Background: an optimization exercise with open tools, aiming at small area, a short achievable clock period and few clock cycles. Do not read the settings as production practice.
The RTL was checked by simulation tests, not by an equivalence proof against the original design.

==> run a: inputs <==
Design Cordic, start of the top module:
module Cordic #(parameter DW=16, AW=4)(
	input                  clk, rst, en,
	output                 done,
	input  signed [DW-1:0] z,
	output signed [DW-1:0] x,y);
==> module Cordic, before the edit <==
module Cordic #(parameter DW=16, AW=4)(
	input                  clk, rst, en,
	output                 done,
	input  signed [DW-1:0] z,
	output signed [DW-1:0] x,y);
	reg signed [15:0] X, Y;
	reg        [15:0] Z;
	reg        [3:0]  hz, lz;    
	reg               px, ny;    
	reg               busy, done_r;
	wire        [15:0] AtanValue;
	AtanROM #(.DW(16)) UUT (.hi(hz), .lo(lz), .AtanValue(AtanValue));
	wire        last  = hz[3] & lz[1];           
	wire        step  = busy & ~last;
	always @ (posedge clk, posedge rst)
		if (rst) begin
			busy   <= 1'b0;
			done_r <= 1'b0;
		end else begin
			busy   <= busy ? ~last : en;
			done_r <= busy & last;
		end
	always @ (posedge clk) begin
		lz <= step ? {lz[2:0], lz[3]} : 4'b0001;
		hz <= step ? (lz[3] ? {hz[2:0], hz[3]} : hz) : 4'b0001;
	end
	function [14:0] shr(input [14:0] a, input [3:0] h1, input [3:0] l1);
		reg [14:0] s;
		begin
			s =   ({15{l1[0]}} & a)
			    | ({15{l1[1]}} & {{1{a[14]}}, a[14:1]})
			    | ({15{l1[2]}} & {{2{a[14]}}, a[14:2]})
			    | ({15{l1[3]}} & {{3{a[14]}}, a[14:3]});
			shr = ({15{h1[0]}} & s)
			    | ({15{h1[1]}} & {{4{s[14]}}, s[14:4]})
			    | ({15{h1[2]}} & {{8{s[14]}}, s[14:8]})
			    | ({15{h1[3]}} & {{12{s[14]}}, s[14:12]});
		end
	endfunction
	function [15:0] add16(input [15:0] a, input [15:0] b, input ci);
		reg [15:0] g, p, gg, pp;
		integer i, k;
		begin
			g = a & b;
			p = a ^ b;
			gg = g; pp = p;
			gg[0] = g[0] | (p[0] & ci);
			for (k = 1; k < 16; k = k * 2)
				for (i = 0; i < 16; i = i + 1)
					if (i & k) begin
						gg[i] = gg[i] | (pp[i] & gg[(i & ~(k - 1)) - 1]);
						pp[i] = pp[i] & pp[(i & ~(k - 1)) - 1];
					end
			add16 = p ^ {gg[14:0], ci};
		end
	endfunction
	wire               first = hz[0] & lz[0];       
	wire               pz  = ~Z[15];
	wire        [15:0] yc  = Y ^ {16{px}};
	wire        [15:0] xc  = X ^ {16{ny}};
	wire        [14:0] ysh = shr(yc[15:1], hz, lz);
	wire        [14:0] xsh = shr(xc[15:1], hz, lz);
	wire        [15:0] xi  = add16(X, {ysh[14], ysh}, px);
	wire        [15:0] yi  = add16(Y, {xsh[14], xsh}, ny);
	reg         [15:0] k01;
	always @ (*)
		case ({Z[15], px})
			2'b01:   k01 = 16'h0000 - 16'h3244 - 16'h1dac;
			2'b00:   k01 = 16'h0000 - 16'h3244 + 16'h1dac;
			2'b11:   k01 = 16'h3244 - 16'h1dac;
			default: k01 = 16'h3244 + 16'h1dac;
		endcase
	wire        [15:0] zb  = first ? k01 : AtanValue ^ {16{pz}};
	wire        [15:0] zi  = add16(Z, zb, pz & ~first);
	wire               p1  = z[15] ? (z >= 16'hcdbc) : (z >= 16'h3244);
	wire        [15:0] zn  = busy ? zi : z;
	always @ (posedge clk) begin
		X  <= busy ? xi : 16'h26dd;
		Y  <= busy ? yi : (z[15] ? 16'hd923 : 16'h26dd);
		Z  <= zn;
		px <= busy ? ~zi[15] : p1;
		ny <= busy ? zi[15] : ~p1;
	end
	assign done = done_r;
	assign x = X;
	assign y = Y;
endmodule
==> module AtanROM, before the edit <==
module AtanROM #(parameter DW = 16)(
	input         [3:0]    hi,
	input         [3:0]    lo,
	output        [DW-1:0] AtanValue);
	function [15:0] atan(input integer k);    
		case (k)
			0:  atan = 16'h1dac;  1:  atan = 16'h0fae;
			2:  atan = 16'h07f5;  3:  atan = 16'h03ff;
			4:  atan = 16'h0200;  5:  atan = 16'h0100;
			6:  atan = 16'h0080;  7:  atan = 16'h0040;
			8:  atan = 16'h0020;  9:  atan = 16'h0010;
			10: atan = 16'h0008;  11: atan = 16'h0004;
			12: atan = 16'h0002;  default: atan = 16'h0001;
		endcase
	endfunction
	reg [15:0] v;
	integer h, l;
	always @ (*) begin
		v = 16'h0000;
		for (h = 0; h < 4; h = h + 1)
			for (l = 0; l < 4; l = l + 1)
				if (4*h + l < 14)
					v = v | ({16{hi[h] & lo[l]}} & atan(4*h + l));
	end
	assign AtanValue = v;
endmodule
Settings: LEC_CHECK=0, ABC_AREA=1, CAP_MARGIN=20, CORE_MARGIN=2, CORE_UTILIZATION=60, PLACE_DENSITY=0.8, SETUP_SLACK_MARGIN=5, SLEW_MARGIN=20; clock period 8.0 ns.
standard.sh (not shown) runs the stock make flow with config.mk's settings and CLKGATE_MAP_FILE= SYNTH_SCRIPT=/design/flow/synth_recipe.tcl, a recipe that flattens the netlist after the stock synthesis.
==> flow/flow/run.sh <==
#!/bin/bash
# The standard layout with two changes: adders are left to abc as plain
# gates (no full/half adder cells, ADDER_MAP_FILE empty), and the ports are
# buffered by the smallest buffer instead of the delay cell buffer_ports
# picks by default. Synthesis is otherwise the standard one (synth_recipe.tcl:
# no fsm or share pass, flattened, function nets renamed), so the registers
# and their names are the standard synthesis's. The whole output goes to
# flow.log here; each ORFS step also keeps its own log under orfs/logs/.
set -euo pipefail
export ADDER_MAP_FILE=
export BUFFER_PORTS_ARGS="-buffer_cell sky130_fd_sc_hd__buf_1"
bash standard.sh finish > flow.log 2>&1
==> run b (differences from run a) <==
--- a/flow/design.v
+++ b/flow/design.v
@@ -31,6 +31,8 @@
 	output signed [DW-1:0] x,y);
 	reg signed [15:0] X, Y;
 	reg        [15:0] Z;
+	reg        [3:0]  hx, lx;    
+	reg        [3:0]  hy, ly;    
 	reg        [3:0]  hz, lz;    
 	reg               px, ny;    
 	reg               busy, done_r;
@@ -47,6 +49,10 @@
 			done_r <= busy & last;
 		end
 	always @ (posedge clk) begin
+		lx <= step ? {lx[2:0], lx[3]} : 4'b0001;
+		hx <= step ? (lx[3] ? {hx[2:0], hx[3]} : hx) : 4'b0001;
+		ly <= step ? {ly[2:0], ly[3]} : 4'b0001;
+		hy <= step ? (ly[3] ? {hy[2:0], hy[3]} : hy) : 4'b0001;
 		lz <= step ? {lz[2:0], lz[3]} : 4'b0001;
 		hz <= step ? (lz[3] ? {hz[2:0], hz[3]} : hz) : 4'b0001;
 	end
@@ -84,8 +90,8 @@
 	wire               pz  = ~Z[15];
 	wire        [15:0] yc  = Y ^ {16{px}};
 	wire        [15:0] xc  = X ^ {16{ny}};
-	wire        [14:0] ysh = shr(yc[15:1], hz, lz);
-	wire        [14:0] xsh = shr(xc[15:1], hz, lz);
+	wire        [14:0] ysh = shr(yc[15:1], hx, lx);
+	wire        [14:0] xsh = shr(xc[15:1], hy, ly);
 	wire        [15:0] xi  = add16(X, {ysh[14], ysh}, px);
 	wire        [15:0] yi  = add16(Y, {xsh[14], xsh}, ny);
 	reg         [15:0] k01;
--- a/flow/config.mk
+++ b/flow/config.mk
@@ -8,7 +8,6 @@
 export ABC_AREA = 1
 export CAP_MARGIN = 20
 export CORE_MARGIN = 2
-export CORE_UTILIZATION = 60
-export PLACE_DENSITY = 0.8
+export CORE_UTILIZATION = 40
 export SETUP_SLACK_MARGIN = 5
 export SLEW_MARGIN = 20
==> run c (differences from run a) <==
==> flow/design.v (replaced) <==
module AtanROM #(parameter DW = 16 , AW = 4)(
	input         [(AW-1):0] address,
	output signed [DW-1:0]   AtanValue);
	reg           [DW-1:0]   romAtan;
	always @ (*)
	begin
		case (address)
			4'd0:    romAtan = 16'h1dac;
			4'd1:    romAtan = 16'h0fae;
			4'd2:    romAtan = 16'h07f5;
			4'd3:    romAtan = 16'h03ff;
			4'd4:    romAtan = 16'h0200;
			4'd5:    romAtan = 16'h0100;
			4'd6:    romAtan = 16'h0080;
			4'd7:    romAtan = 16'h0040;
			4'd8:    romAtan = 16'h0020;
			4'd9:    romAtan = 16'h0010;
			4'd10:   romAtan = 16'h0008;
			4'd11:   romAtan = 16'h0004;
			4'd12:   romAtan = 16'h0002;
			default: romAtan = 16'h0001;
		endcase
	end
	assign AtanValue = romAtan;
endmodule
module Cordic #(parameter DW=16, AW=4)(
	input                  clk, rst, en,
	output                 done,
	input  signed [DW-1:0] z,
	output signed [DW-1:0] x,y);
	reg signed [15:0] X, Y;
	reg        [15:0] Z;
	reg        [3:0]  m;         
	reg               busy, done_r;
	wire        [15:0] AtanValue;
	AtanROM #(.DW(16),.AW(4)) UUT (.address(m), .AtanValue(AtanValue));
	wire        last  = (m == 4'd13);
	always @ (posedge clk, posedge rst)
		if (rst) begin
			busy   <= 1'b0;
			done_r <= 1'b0;
			m      <= 4'd0;
		end else begin
			busy   <= busy ? ~last : en;
			done_r <= busy & last;
			m      <= busy & ~last ? m + 4'd1 : 4'd0;
		end
	wire               pos = ~Z[15];
	wire signed [15:0] yc  = Y ^ {16{pos}};    
	wire signed [15:0] xc  = X ^ {16{~pos}};   
	wire signed [14:0] y1  = yc[15:1];
	wire signed [14:0] x1  = xc[15:1];
	wire signed [14:0] ysh = y1 >>> m;
	wire signed [14:0] xsh = x1 >>> m;
	wire signed [15:0] xi  = X + {ysh[14], ysh} + pos;    
	wire signed [15:0] yi  = Y + {xsh[14], xsh} + {15'd0, ~pos};
	wire        [15:0] zi  = Z + (AtanValue ^ {16{pos}}) + pos;
	wire        [15:0] z0  = z[15] ? z + 16'h3244 : z - 16'h3244;
	always @ (posedge clk) begin
		X <= busy ? xi : 16'h26dd;
		Y <= busy ? yi : (z[15] ? -16'sh26dd : 16'sh26dd);
		Z <= busy ? zi : z0;
	end
	assign done = done_r;
	assign x = X;
	assign y = Y;
endmodule
==> flow/flow/run.sh (replaced) <==
#!/bin/bash
# The standard layout (standard synthesis included), with the ports
# buffered by the smallest buffer instead of the delay cell buffer_ports
# picks by default. The whole output of the flow goes to flow.log here;
# each ORFS step also keeps its own log under orfs/logs/.
set -euo pipefail
export BUFFER_PORTS_ARGS="-buffer_cell sky130_fd_sc_hd__buf_1"
bash standard.sh finish > flow.log 2>&1
--- a/flow/config.mk
+++ b/flow/config.mk
@@ -8,7 +8,6 @@
 export ABC_AREA = 1
 export CAP_MARGIN = 20
 export CORE_MARGIN = 2
-export CORE_UTILIZATION = 60
-export PLACE_DENSITY = 0.8
-export SETUP_SLACK_MARGIN = 5
+export CORE_UTILIZATION = 40
+export SETUP_SLACK_MARGIN = 4
 export SLEW_MARGIN = 20
==> run d (differences from run a) <==
--- a/flow/config.mk
+++ b/flow/config.mk
@@ -8,7 +8,8 @@
 export ABC_AREA = 1
 export CAP_MARGIN = 20
 export CORE_MARGIN = 2
-export CORE_UTILIZATION = 60
-export PLACE_DENSITY = 0.8
+export CORE_UTILIZATION = 40
+export CTS_CLUSTER_DIAMETER = 200
+export CTS_CLUSTER_SIZE = 40
 export SETUP_SLACK_MARGIN = 5
 export SLEW_MARGIN = 20
==> results.toml <==
[run_status]
status = "timing/DRC/antenna clean"

[clock_tree]
worstSkewPairLatency_ps = 350

[setup_path]
r2r_cells = 17
crit_path_end = "X[9]"
r2r_setup_slack_ps = 5250

[cells_and_area]
num-nonclk-inverters = 144
signal_buffers = 55

[timing]
whs_ps = 635

[placed_design]
hpwl_mm = 13.6
# the run above: run d

==> results.toml <==
[run_status]
status = "timing/DRC/antenna clean"

[placed_design]
hpwl_mm = 12.4

[clock_tree]
worstSkewPairLatency_ps = 370

[setup_path]
r2r_setup_slack_ps = 5270
crit_path_end = "Y[13]"

[timing]
whs_ps = 653

[cells_and_area]
num-nonclk-inverters = 144
# the run above: run a

==> results.toml <==
[setup_path]
crit_path_end = "ny"
r2r_setup_slack_ps = 5260
r2r_cells = 15

[clock_tree]
worstSkewPairLatency_ps = 350

[cells_and_area]
signal_buffers = 54
num-nonclk-inverters = 148

[placed_design]
hpwl_mm = 14.5

[run_status]
status = "timing/DRC/antenna clean"
# the run above: run b

==> results.toml <==
[clock_tree]
worstSkewPairLatency_ps = 320
cts-root-buf = "clkbuf_16"
path_clk_slew_ps = 70

[cells_and_area]
signal_buffers = 59
num-nonclk-inverters = 91

[setup_path]
r2r_cells = 20
r2r_setup_slack_ps = 4320
crit_path_end = "Y[14]"

[placed_design]
hpwl_mm = 13.8

[run_status]
status = "timing/DRC/antenna clean"
# the run above: run c

Testbench counts of run a, summed over its fixed seeds: cycles 48,000.
Testbench counts of run b, summed over its fixed seeds: cycles 48,000.
Testbench counts of run c, summed over its fixed seeds: cycles 48,000.
Testbench counts of run d, summed over its fixed seeds: cycles 48,000.

[port drivers added, routing unchanged]
Ports are ideal in the flow. The routed layouts listed here were re-timed in OpenROAD. Step 1 (the two cells are an assumption about what drives the block):
set clk [get_ports {clk}]
set_driving_cell -lib_cell sky130_fd_sc_hd__clkbuf_16 $clk
set_driving_cell -lib_cell sky130_fd_sc_hd__buf_2 [delete_from_list [all_inputs] $clk]
Step 2 moves the port delays by t, midway between the first and last clock arrival at a register: inputs arrive t later, outputs are due t later. That takes back most of the time a late clock gives input paths. a / b / c = no drivers / after step 1 / after step 2; a / b = the first two.
run	shift t [ns]	setup slack, ns	worst setup path at the end	worst slew at a driven data input, ns
run a	0.403	5.271 / 5.271 / 5.070	input to register	0.03
run b	0.388	5.257 / 5.257 / 5.065	input to register	0.03
run c	0.354	4.324 / 4.324 / 4.214	input to register	0.03
run d	0.390	5.255 / 5.255 / 5.152	input to register	0.04
After both steps setup and hold are still met in every run listed. For run a, which loses most, drivers alone change the setup slack by 0.000 ns; drivers and shift together by -0.201 ns.
